This is an optimization exercise on Yosys and OpenROAD, whose aim is small area, not a production implementation. Only simulation tests tie the RTL to the original design; equivalence was not proved. The flow treats the clock pin as an ideal source, which a real chip does not have. No activity file was given, so power comes from the tool's default toggle rates.

## relogio
module relogio
(
        input clock,
        input reset,
        input soma,
        input subtracao,
        input cont,
        input start,
        output [7:0] an,
        output [7:0] dec_cat
);
Size: about 550 cells after synthesis, ~130 flip-flops, about 22 I/O pins.
clock: 10.0 ns
lec_check: 0
cap_margin: 20
core_margin: 2
core_utilization: 70
slew_margin: 20
standard.sh (not shown) runs the stock make flow with config.mk's settings and CLKGATE_MAP_FILE= SYNTH_SCRIPT=/design/flow/synth_recipe.tcl, a recipe that flattens the netlist after the stock synthesis.
==> flow/flow/run.sh <==
#!/bin/bash
# Own layout flow: the standard flow (standard.sh) with
#  - the standard synthesis script plus an area-oriented ABC script and
#    no full/half-adder extraction (flow/abc_proc.tcl, flow/area.abc);
#  - ports buffered with the smallest buffer;
#  - CTS with clkbuf_4 and no dummy loads, then clock buffers whose
#    flip-flop clock pins see a slew above 100 ps upsized (flow/post_cts.tcl).
# Each tool's full output stays in orfs/logs/ (one log per step); make's own
# output goes to flow_make.log.
set -euo pipefail
W=$(pwd)
export OWN_ABC_SCRIPT=$W/flow/area.abc
{ head -n 1 "$W/synth_recipe.tcl"; cat "$W/flow/abc_proc.tcl"; tail -n +2 "$W/synth_recipe.tcl"; } > "$W/own_synth.tcl"
bash "$W/standard.sh" SYNTH_SCRIPT="$W/own_synth.tcl" ADDER_MAP_FILE= \
  BUFFER_PORTS_ARGS="-buffer_cell sky130_fd_sc_hd__buf_1" \
  POST_CTS_TCL="$W/flow/post_cts.tcl" \
  CTS_ARGS="-sink_clustering_enable -repair_clock_nets -dont_use_dummy_load -buf_list sky130_fd_sc_hd__clkbuf_4 -sink_clustering_size 6 -sink_clustering_max_diameter 40" finish > "$W/flow_make.log" 2>&1
==> flow/flow/post_cts.tcl <==
proc own_clk_pin_slew {inst} {
  set out [get_pins -of_objects $inst -filter "direction == output"]
  set net [get_nets -of_objects $out]
  set worst 0
  foreach p [get_pins -of_objects $net -filter "direction == input"] {
    if {[get_property $p name] == "CLK"} {
      set s [get_property $p slew_max]
      if {$s > $worst} { set worst $s }
    }
  }
  return $worst
}
set own_next [dict create sky130_fd_sc_hd__clkbuf_4 sky130_fd_sc_hd__clkbuf_8 \
                          sky130_fd_sc_hd__clkbuf_8 sky130_fd_sc_hd__clkbuf_16]
set own_db [ord::get_db]
set own_block [ord::get_db_block]
for {set own_pass 0} {$own_pass < 3} {incr own_pass} {
  estimate_parasitics -placement
  set own_swap {}
  foreach inst [get_cells -filter "ref_name =~ sky130_fd_sc_hd__clkbuf_*"] {
    set ref [get_property $inst ref_name]
    if {[dict exists $own_next $ref] && [own_clk_pin_slew $inst] > 0.100} {
      lappend own_swap [list [get_full_name $inst] $ref]
    }
  }
  if {[llength $own_swap] == 0} { break }
  foreach s $own_swap {
    lassign $s name ref
    set odb_inst [$own_block findInst $name]
    $odb_inst swapMaster [$own_db findMaster [dict get $own_next $ref]]
    puts "own post-CTS: $name $ref -> [dict get $own_next $ref]"
  }
}
detailed_placement
check_placement -verbose
estimate_parasitics -placement
Other scripts of this flow, unchanged in this note and not shown: flow/flow/abc_proc.tcl, flow/flow/area.abc
The starting point ran to the end with no violations.
Next try:
==> flow/flow/run.sh (replaced) <==
#!/bin/bash
# Own layout flow: the standard flow (standard.sh) with
#  - the standard synthesis script plus an area-oriented ABC script and
#    no full/half-adder extraction (flow/abc_proc.tcl, flow/area.abc);
#  - ports buffered with the smallest buffer.
# Each tool's full output stays in orfs/logs/ (one log per step); make's own
# output goes to flow_make.log.
set -euo pipefail
W=$(pwd)
export OWN_ABC_SCRIPT=$W/flow/area.abc
{ head -n 1 "$W/synth_recipe.tcl"; cat "$W/flow/abc_proc.tcl"; tail -n +2 "$W/synth_recipe.tcl"; } > "$W/own_synth.tcl"
bash "$W/standard.sh" SYNTH_SCRIPT="$W/own_synth.tcl" ADDER_MAP_FILE= \
  BUFFER_PORTS_ARGS="-buffer_cell sky130_fd_sc_hd__buf_1" \
  CTS_ARGS="-sink_clustering_enable -repair_clock_nets -dont_use_dummy_load -buf_list sky130_fd_sc_hd__clkbuf_4 -sink_clustering_size 6 -sink_clustering_max_diameter 40" finish > "$W/flow_make.log" 2>&1
removed: flow/flow/post_cts.tcl
The new run passed the timing, DRC and antenna checks. Via count falls by 0.92%. Setup slack loses 0.013 ns. Total power shrinks by 2.7%. Sequential cell count does not change. Routed wire length drops by 0.31%. Hold slack is worse by 0.0064 ns. Area after synthesis is unchanged. Global-route usage barely changes.

The RTL this note starts from:
==> flow/design.v <==
module edge_detector
(
  input clock, reset, din,
  output reg rising
);
  reg        waiting;
  localparam [16:0] ODD = 17'h0AAAA;
  reg [16:0] st;
  reg        above;
  wire [16:0] lfsr = st ^ ODD;
  wire zero_low = (lfsr[15:0] == 16'd0);
  wire last     = lfsr[16] & zero_low;                   
  wire at_130   = lfsr[16] & lfsr[13] & lfsr[3];         
  wire feedback = lfsr[16] ^ lfsr[13] ^ zero_low;
  wire done = ~din & above;
  always @(posedge clock)
  begin
    if (reset == 1'b1) begin
      rising  <= 1'b0;
      waiting <= 1'b0;
    end
    else begin
      rising  <= ~rising & ~waiting & din;
      waiting <= rising | (waiting & ~done);
    end
  end
  always @(posedge clock)
  begin
    if (rising) begin
      st    <= ODD;
      above <= 1'b0;
    end
    else begin
      st    <= {lfsr[15:0], feedback} ^ ODD;
      above <= ~last & (above | at_130);
    end
  end
endmodule
module relogio
(
        input clock,
        input reset,
        input soma,
        input subtracao,
        input cont,
        input start,
        output [7:0] an,
        output [7:0] dec_cat
);
  wire soma_ed, subtracao_ed, cont_ed;
  edge_detector menosf (.clock(clock), .reset(reset), .din(subtracao), .rising(subtracao_ed));
  edge_detector maisf  (.clock(clock), .reset(reset), .din(soma),      .rising(soma_ed));
  edge_detector contf  (.clock(clock), .reset(reset), .din(cont),      .rising(cont_ed));
  localparam [4:0] PODD = 5'b01010;
  reg [4:0] pst;
  wire [4:0] ph = pst ^ PODD;
  reg [2:0] dig;
  reg [6:0] q;       
  wire step   = ~ph[4] & ph[3];                    
  wire q_end  = (q == 7'd80);                      
  wire tick   = ph[4] & ~ph[3] & (dig == 3'd4) & (q == 7'd60);   
  always @(posedge clock)
  begin
    if (reset) begin
      pst <= PODD;
      dig <= 3'd0;
      q   <= 7'd0;
    end
    else begin
      pst <= {ph[3:0], ~ph[4]} ^ PODD;
      if (step) begin
        dig <= dig + 3'd1;
        if (dig == 3'd7)
          q <= q_end ? 7'd0 : {q[5:0], ~(q[6] ^ q[5])};
      end
    end
  end
  reg [1:0] EA;
  reg r1, ca;
  always @(posedge clock)
  begin
    if (reset) begin
      EA <= 2'd0;
      r1 <= 1'b0;
      ca <= 1'b0;
    end
    else begin
      r1 <= cont_ed;
      ca <= cont_ed | r1 | (EA != 2'd0);
      if (r1)
        EA <= EA + 2'd1;
    end
  end
  localparam [11:0] BODD = 12'hAAA;
  reg [11:0] bst;
  reg blink;
  wire [11:0] bcnt = bst ^ BODD;
  wire bend = (bcnt == 12'd518);
  wire bfb  = ~(bcnt[11] ^ bcnt[5] ^ bcnt[3] ^ bcnt[0]);
  always @(posedge clock)
  begin
    if (reset | bend | cont_ed)
      bst <= BODD;
    else
      bst <= {bcnt[10:0], bfb} ^ BODD;
  end
  always @(posedge clock)
  begin
    if (reset)
      blink <= 1'b0;
    else if (bend | cont_ed)
      blink <= ~blink;
  end
  reg [4:0] ah, bh;
  reg [5:0] am, as, bm, bs;
  wire s_59 = (as == 6'd59);
  wire m_59 = (am == 6'd59);
  wire h_23 = (ah == 5'd23);
  wire up = soma_ed;
  wire dn = subtracao_ed & ~soma_ed;
  wire run = (EA == 2'd0);
  wire sel_h = (EA == 2'd1) | (run & s_59 & m_59);
  wire sel_m = (EA == 2'd2) | (run & s_59 & ~m_59);
  wire [5:0] f = sel_h ? {1'b0, ah} : sel_m ? am : as;
  wire f_max = sel_h ? h_23 : sel_m ? m_59 : s_59;
  wire count_up = run | up;
  wire [5:0] f_ud = count_up ? f + 6'd1 : f - 6'd1;
  wire [5:0] is = sel_h | sel_m ? 6'd0 : f_ud;
  wire [5:0] im = sel_h ? 6'd0 : sel_m ? f_ud : am;
  wire [4:0] ih = sel_h ? (h_23 ? 5'd0 : f_ud[4:0]) : ah;
  always @(posedge clock)
  begin
    if (reset) begin
      {bh, bm, bs} <= 17'd0;
    end
    else if (tick) begin
      if (ca)
        {bh, bm, bs} <= {ah, am, as};
      else
        {bh, bm, bs} <= {ih, im, is};
    end
  end
  wire chg = up ? ~f_max : (dn & (f != 6'd0));
  always @(posedge clock)
  begin
    if (run | (chg & (EA == 2'd1))) ah <= run ? bh : f_ud[4:0];
    if (run | (chg & (EA == 2'd2))) am <= run ? bm : f_ud;
    if (run | (chg & (EA == 2'd3))) as <= run ? bs : f_ud;
  end
  reg [5:0] fsel;
  always @*
    case (dig[2:1])
      2'd0: fsel = as;
      2'd1: fsel = am;
      default: fsel = {1'b0, ah};
    endcase
  wire [2:0] ftens = (fsel >= 6'd50) ? 3'd5 : (fsel >= 6'd40) ? 3'd4 : (fsel >= 6'd30) ? 3'd3 :
                     (fsel >= 6'd20) ? 3'd2 : (fsel >= 6'd10) ? 3'd1 : 3'd0;
  wire [5:0] funits6 = fsel - ftens * 4'd10;
  wire [3:0] funits = funits6[3:0];
  reg [3:0] sel;
  reg lit;
  wire luz_h = blink | (EA != 2'd1);
  wire luz_m = blink | (EA != 2'd2);
  wire luz_s = blink | (EA != 2'd3);
  reg [3:0] dval;
  reg dlit;
  always @*
  begin
    case (dig)
      3'd0, 3'd2, 3'd4: dval = funits;
      3'd1, 3'd3, 3'd5: dval = {1'b0, ftens};
      3'd6: dval = 4'd0;
      default: dval = {2'b0, EA};
    endcase
    case (dig)
      3'd0, 3'd1: dlit = luz_s;
      3'd2, 3'd3: dlit = luz_m;
      3'd4, 3'd5: dlit = luz_h;
      3'd6: dlit = 1'b0;
      default: dlit = 1'b1;
    endcase
  end
  always @(posedge clock or posedge reset)
  begin
    if (reset) begin
      sel <= 4'd0;
      lit <= 1'b0;
    end
    else if (step) begin
      sel <= dval;
      lit <= dlit;
    end
  end
  wire [2:0] shown = dig - 3'd1;
  genvar gi;
  generate
    for (gi = 0; gi < 8; gi = gi + 1) begin : g_an
      assign an[gi] = ~(lit & (shown == gi));
    end
  endgenerate
  wire d3 = sel[3], d2 = sel[2], d1 = sel[1], d0 = sel[0];
  wire [6:0] seg;
  assign seg[6] = ~(d3 | d1 | (d2 & d0) | (~d2 & ~d0));
  assign seg[5] = ~(~d2 | ~(d1 ^ d0));
  assign seg[4] = ~(d2 | ~d1 | d0);
  assign seg[3] = ~(d3 | (~d2 & ~d0) | (d1 & ~d0) | (~d2 & d1) | (d2 & ~d1 & d0));
  assign seg[2] = ~((~d2 & ~d0) | (d1 & ~d0));
  assign seg[1] = ~(d3 | (~d1 & ~d0) | (d2 & ~d1) | (d2 & ~d0));
  assign seg[0] = ~(d3 | (d1 & ~d2) | (d2 & ~d1) | (d1 & ~d0));
  assign dec_cat = {seg, 1'b1};
endmodule
Settings: LEC_CHECK=0, CAP_MARGIN=20, CORE_MARGIN=2, CORE_UTILIZATION=70, SLEW_MARGIN=20; clock period 10.0 ns.
==> flow/flow/run.sh <==
#!/bin/bash
# Own layout flow: the standard flow (standard.sh) with
#  - the standard synthesis script plus an area-oriented ABC script and
#    no full/half-adder extraction (flow/abc_proc.tcl, flow/area.abc);
#  - ports buffered with the smallest buffer.
# Each tool's full output stays in orfs/logs/ (one log per step); make's own
# output goes to flow_make.log.
set -euo pipefail
W=$(pwd)
export OWN_ABC_SCRIPT=$W/flow/area.abc
{ head -n 1 "$W/synth_recipe.tcl"; cat "$W/flow/abc_proc.tcl"; tail -n +2 "$W/synth_recipe.tcl"; } > "$W/own_synth.tcl"
bash "$W/standard.sh" SYNTH_SCRIPT="$W/own_synth.tcl" ADDER_MAP_FILE= \
  BUFFER_PORTS_ARGS="-buffer_cell sky130_fd_sc_hd__buf_1" \
  CTS_ARGS="-repair_clock_nets -dont_use_dummy_load -buf_list sky130_fd_sc_hd__clkbuf_8" finish > "$W/flow_make.log" 2>&1
==> flow/flow/abc_proc.tcl <==
# Map the logic for area: run ABC with flow/area.abc in place of the
# script the standard synthesis passes (registers are mapped before ABC
# runs, so they stay as the standard synthesis makes them).
proc abc {args} {
  set i [lsearch $args -script]
  if {$i >= 0} { lset args [expr {$i + 1}] $::env(OWN_ABC_SCRIPT) }
  yosys abc {*}$args
}
==> flow/flow/area.abc <==
strash
ifraig
dc2
&get -n
&deepsyn -T 60
&put
strash
&get -n
&dch -f
&nf -R 1000 -p
&put
The starting point finished clean.
Then changed:
==> flow/flow/run.sh (replaced) <==
#!/bin/bash
# Own layout flow: the standard flow (standard.sh) with
#  - the standard synthesis script plus an area-oriented ABC script and
#    no full/half-adder extraction (flow/abc_proc.tcl, flow/area.abc);
#  - ports buffered with the smallest buffer;
#  - CTS with clkbuf_4 and no dummy loads, then clock buffers whose
#    flip-flop clock pins see a slew above 100 ps upsized (flow/post_cts.tcl).
# Each tool's full output stays in orfs/logs/ (one log per step); make's own
# output goes to flow_make.log.
set -euo pipefail
W=$(pwd)
export OWN_ABC_SCRIPT=$W/flow/area.abc
{ head -n 1 "$W/synth_recipe.tcl"; cat "$W/flow/abc_proc.tcl"; tail -n +2 "$W/synth_recipe.tcl"; } > "$W/own_synth.tcl"
bash "$W/standard.sh" SYNTH_SCRIPT="$W/own_synth.tcl" ADDER_MAP_FILE= \
  BUFFER_PORTS_ARGS="-buffer_cell sky130_fd_sc_hd__buf_1" \
  POST_CTS_TCL="$W/flow/post_cts.tcl" \
  CTS_ARGS="-sink_clustering_enable -repair_clock_nets -dont_use_dummy_load -buf_list sky130_fd_sc_hd__clkbuf_4 -sink_clustering_size 6 -sink_clustering_max_diameter 40" finish > "$W/flow_make.log" 2>&1
==> flow/flow/post_cts.tcl (new file) <==
proc own_clk_pin_slew {inst} {
  set out [get_pins -of_objects $inst -filter "direction == output"]
  set net [get_nets -of_objects $out]
  set worst 0
  foreach p [get_pins -of_objects $net -filter "direction == input"] {
    if {[get_property $p name] == "CLK"} {
      set s [get_property $p slew_max]
      if {$s > $worst} { set worst $s }
    }
  }
  return $worst
}
set own_next [dict create sky130_fd_sc_hd__clkbuf_4 sky130_fd_sc_hd__clkbuf_8 \
                          sky130_fd_sc_hd__clkbuf_8 sky130_fd_sc_hd__clkbuf_16]
set own_db [ord::get_db]
set own_block [ord::get_db_block]
for {set own_pass 0} {$own_pass < 3} {incr own_pass} {
  estimate_parasitics -placement
  set own_swap {}
  foreach inst [get_cells -filter "ref_name =~ sky130_fd_sc_hd__clkbuf_*"] {
    set ref [get_property $inst ref_name]
    if {[dict exists $own_next $ref] && [own_clk_pin_slew $inst] > 0.100} {
      lappend own_swap [list [get_full_name $inst] $ref]
    }
  }
  if {[llength $own_swap] == 0} { break }
  foreach s $own_swap {
    lassign $s name ref
    set odb_inst [$own_block findInst $name]
    $odb_inst swapMaster [$own_db findMaster [dict get $own_next $ref]]
    puts "own post-CTS: $name $ref -> [dict get $own_next $ref]"
  }
}
detailed_placement
check_placement -verbose
estimate_parasitics -placement
The changed run went through all stages and came out clean. Utilization falls by 1.2 points. Via count hardly moves. Routed wire length went down by 4.8%. Synthesized cell count barely changes. Flip-flop and latch count does not change. Cell area is lower by 0.96%. Final cell count grows by 0.31%.
Then changed:
==> flow/flow/run.sh (replaced) <==
#!/bin/bash
# Own layout flow: the standard flow (standard.sh) with
#  - the standard synthesis script plus an area-oriented ABC script and
#    no full/half-adder extraction (flow/abc_proc.tcl, flow/area.abc);
#  - ports buffered with the smallest buffer.
# Each tool's full output stays in orfs/logs/ (one log per step); make's own
# output goes to flow_make.log.
set -euo pipefail
W=$(pwd)
export OWN_ABC_SCRIPT=$W/flow/area.abc
{ head -n 1 "$W/synth_recipe.tcl"; cat "$W/flow/abc_proc.tcl"; tail -n +2 "$W/synth_recipe.tcl"; } > "$W/own_synth.tcl"
bash "$W/standard.sh" SYNTH_SCRIPT="$W/own_synth.tcl" ADDER_MAP_FILE= \
  BUFFER_PORTS_ARGS="-buffer_cell sky130_fd_sc_hd__buf_1" \
  CTS_ARGS="-sink_clustering_enable -repair_clock_nets -dont_use_dummy_load -buf_list sky130_fd_sc_hd__clkbuf_8 -sink_clustering_size 40 -sink_clustering_max_diameter 300 -sink_clustering_levels 1" finish > "$W/flow_make.log" 2>&1
removed: flow/flow/post_cts.tcl
What happened: Worst hold slack stays flat; combinational power came out lower by about 2%; clock-buffer cell count does not change; cell count shrinks by about 0.3%.
Then changed:
--- a/flow/flow/run.sh
+++ b/flow/flow/run.sh
@@ -12,3 +12,3 @@
 bash "$W/standard.sh" SYNTH_SCRIPT="$W/own_synth.tcl" ADDER_MAP_FILE= \
   BUFFER_PORTS_ARGS="-buffer_cell sky130_fd_sc_hd__buf_1" \
-  CTS_ARGS="-sink_clustering_enable -repair_clock_nets -dont_use_dummy_load -buf_list sky130_fd_sc_hd__clkbuf_8 -sink_clustering_size 40 -sink_clustering_max_diameter 300 -sink_clustering_levels 1" finish > "$W/flow_make.log" 2>&1
+  CTS_ARGS="-sink_clustering_enable -repair_clock_nets -dont_use_dummy_load -buf_list sky130_fd_sc_hd__clkbuf_4 -sink_clustering_size 6 -sink_clustering_max_diameter 40" finish > "$W/flow_make.log" 2>&1
After rerunning:
- fmax rose by 3.1%
- clock-buffer cell count does not change
- combinational power is about the same
- power went down by 7.7%
- design area falls by 2.0%
- die area is unchanged
- area after synthesis is unchanged
- worst hold slack gains 0.0051 ns
- clock skew rises by 0.011 ns
Then changed:
--- a/flow/flow/run.sh
+++ b/flow/flow/run.sh
@@ -3,5 +3,7 @@
 #  - the standard synthesis script plus an area-oriented ABC script and
 #    no full/half-adder extraction (flow/abc_proc.tcl, flow/area.abc);
-#  - ports buffered with the smallest buffer.
+#  - ports buffered with the smallest buffer;
+#  - CTS with clkbuf_4 and no dummy loads, then clock buffers whose
+#    flip-flop clock pins see a slew above 100 ps upsized (flow/post_cts.tcl).
 # Each tool's full output stays in orfs/logs/ (one log per step); make's own
 # output goes to flow_make.log.
@@ -12,3 +14,4 @@
 bash "$W/standard.sh" SYNTH_SCRIPT="$W/own_synth.tcl" ADDER_MAP_FILE= \
   BUFFER_PORTS_ARGS="-buffer_cell sky130_fd_sc_hd__buf_1" \
+  POST_CTS_TCL="$W/flow/post_cts.tcl" \
   CTS_ARGS="-sink_clustering_enable -repair_clock_nets -dont_use_dummy_load -buf_list sky130_fd_sc_hd__clkbuf_4 -sink_clustering_size 6 -sink_clustering_max_diameter 40" finish > "$W/flow_make.log" 2>&1
==> flow/flow/area.abc (replaced) <==
strash
ifraig
dc2
&get -n
&deepsyn -T 60 -S 7
&put
strash
dch -f
amap
==> flow/flow/post_cts.tcl (new file) <==
proc own_clk_pin_slew {inst} {
  set out [get_pins -of_objects $inst -filter "direction == output"]
  set net [get_nets -of_objects $out]
  set worst 0
  foreach p [get_pins -of_objects $net -filter "direction == input"] {
    if {[get_property $p name] == "CLK"} {
      set s [get_property $p slew_max]
      if {$s > $worst} { set worst $s }
    }
  }
  return $worst
}
set own_next [dict create sky130_fd_sc_hd__clkbuf_4 sky130_fd_sc_hd__clkbuf_8 \
                          sky130_fd_sc_hd__clkbuf_8 sky130_fd_sc_hd__clkbuf_16]
set own_db [ord::get_db]
set own_block [ord::get_db_block]
for {set own_pass 0} {$own_pass < 3} {incr own_pass} {
  estimate_parasitics -placement
  set own_swap {}
  foreach inst [get_cells -filter "ref_name =~ sky130_fd_sc_hd__clkbuf_*"] {
    set ref [get_property $inst ref_name]
    if {[dict exists $own_next $ref] && [own_clk_pin_slew $inst] > 0.100} {
      lappend own_swap [list [get_full_name $inst] $ref]
    }
  }
  if {[llength $own_swap] == 0} { break }
  foreach s $own_swap {
    lassign $s name ref
    set odb_inst [$own_block findInst $name]
    $odb_inst swapMaster [$own_db findMaster [dict get $own_next $ref]]
    puts "own post-CTS: $name $ref -> [dict get $own_next $ref]"
  }
}
detailed_placement
check_placement -verbose
estimate_parasitics -placement
Effect:
- The new run produced a clean layout
- cell count is higher by 7.2%
- routed wire length goes up by 3.5%
- global-route usage rises by 0.52 points
- sequential share of layout area went down by 0.27 points
- power rises by 2.3%
- setup slack gets better by 0.29 ns
- maximum frequency goes up by 6.6%
- cell area rises by 0.50%

## static timing again, ports no longer ideal
Ports are ideal in the flow. The routed layouts listed here were re-timed in OpenROAD. Step 1 sets driving cells, clkbuf_16 on the clock port and buf_2 on the other inputs (assumed; they add their load-dependent delay and slew). Step 2 times the ports against the registers' clock, not the clock port: input delays grow and output delays shrink by t, the midpoint of the rising clock arrivals with the driver on. Three values: ideal ports, drivers, drivers and shift; two values: the first two.
run | shift t [ns] | slack for setup (ns) | worst setup path at the end | pins driven straight from the clock port
the first run of note 1 | 0.540 | 5.249 / 5.251 / 4.711 | input to register | 1
the second run of note 1 | 0.514 | 5.236 / 5.238 / 4.724 | input to register | 1
the first run of note 2 | 0.446 | 5.196 / 5.198 / 4.752 | input to register | 1
the second run of note 2 | 0.536 | 6.057 / 6.026 / 5.630 | input to register | 1
the third run of note 2 | 0.446 | 5.196 / 5.198 / 4.752 | input to register | 1
the fourth run of note 2 | 0.517 | 5.338 / 5.339 / 4.822 | input to register | 1
the fifth run of note 2 | 0.524 | 5.628 / 5.628 / 5.628 | register to register | 1
After both steps every run listed still meets setup and hold. For the first run of note 1, which loses most, drivers alone change the setup slack by +0.002 ns; drivers and shift together by -0.538 ns.
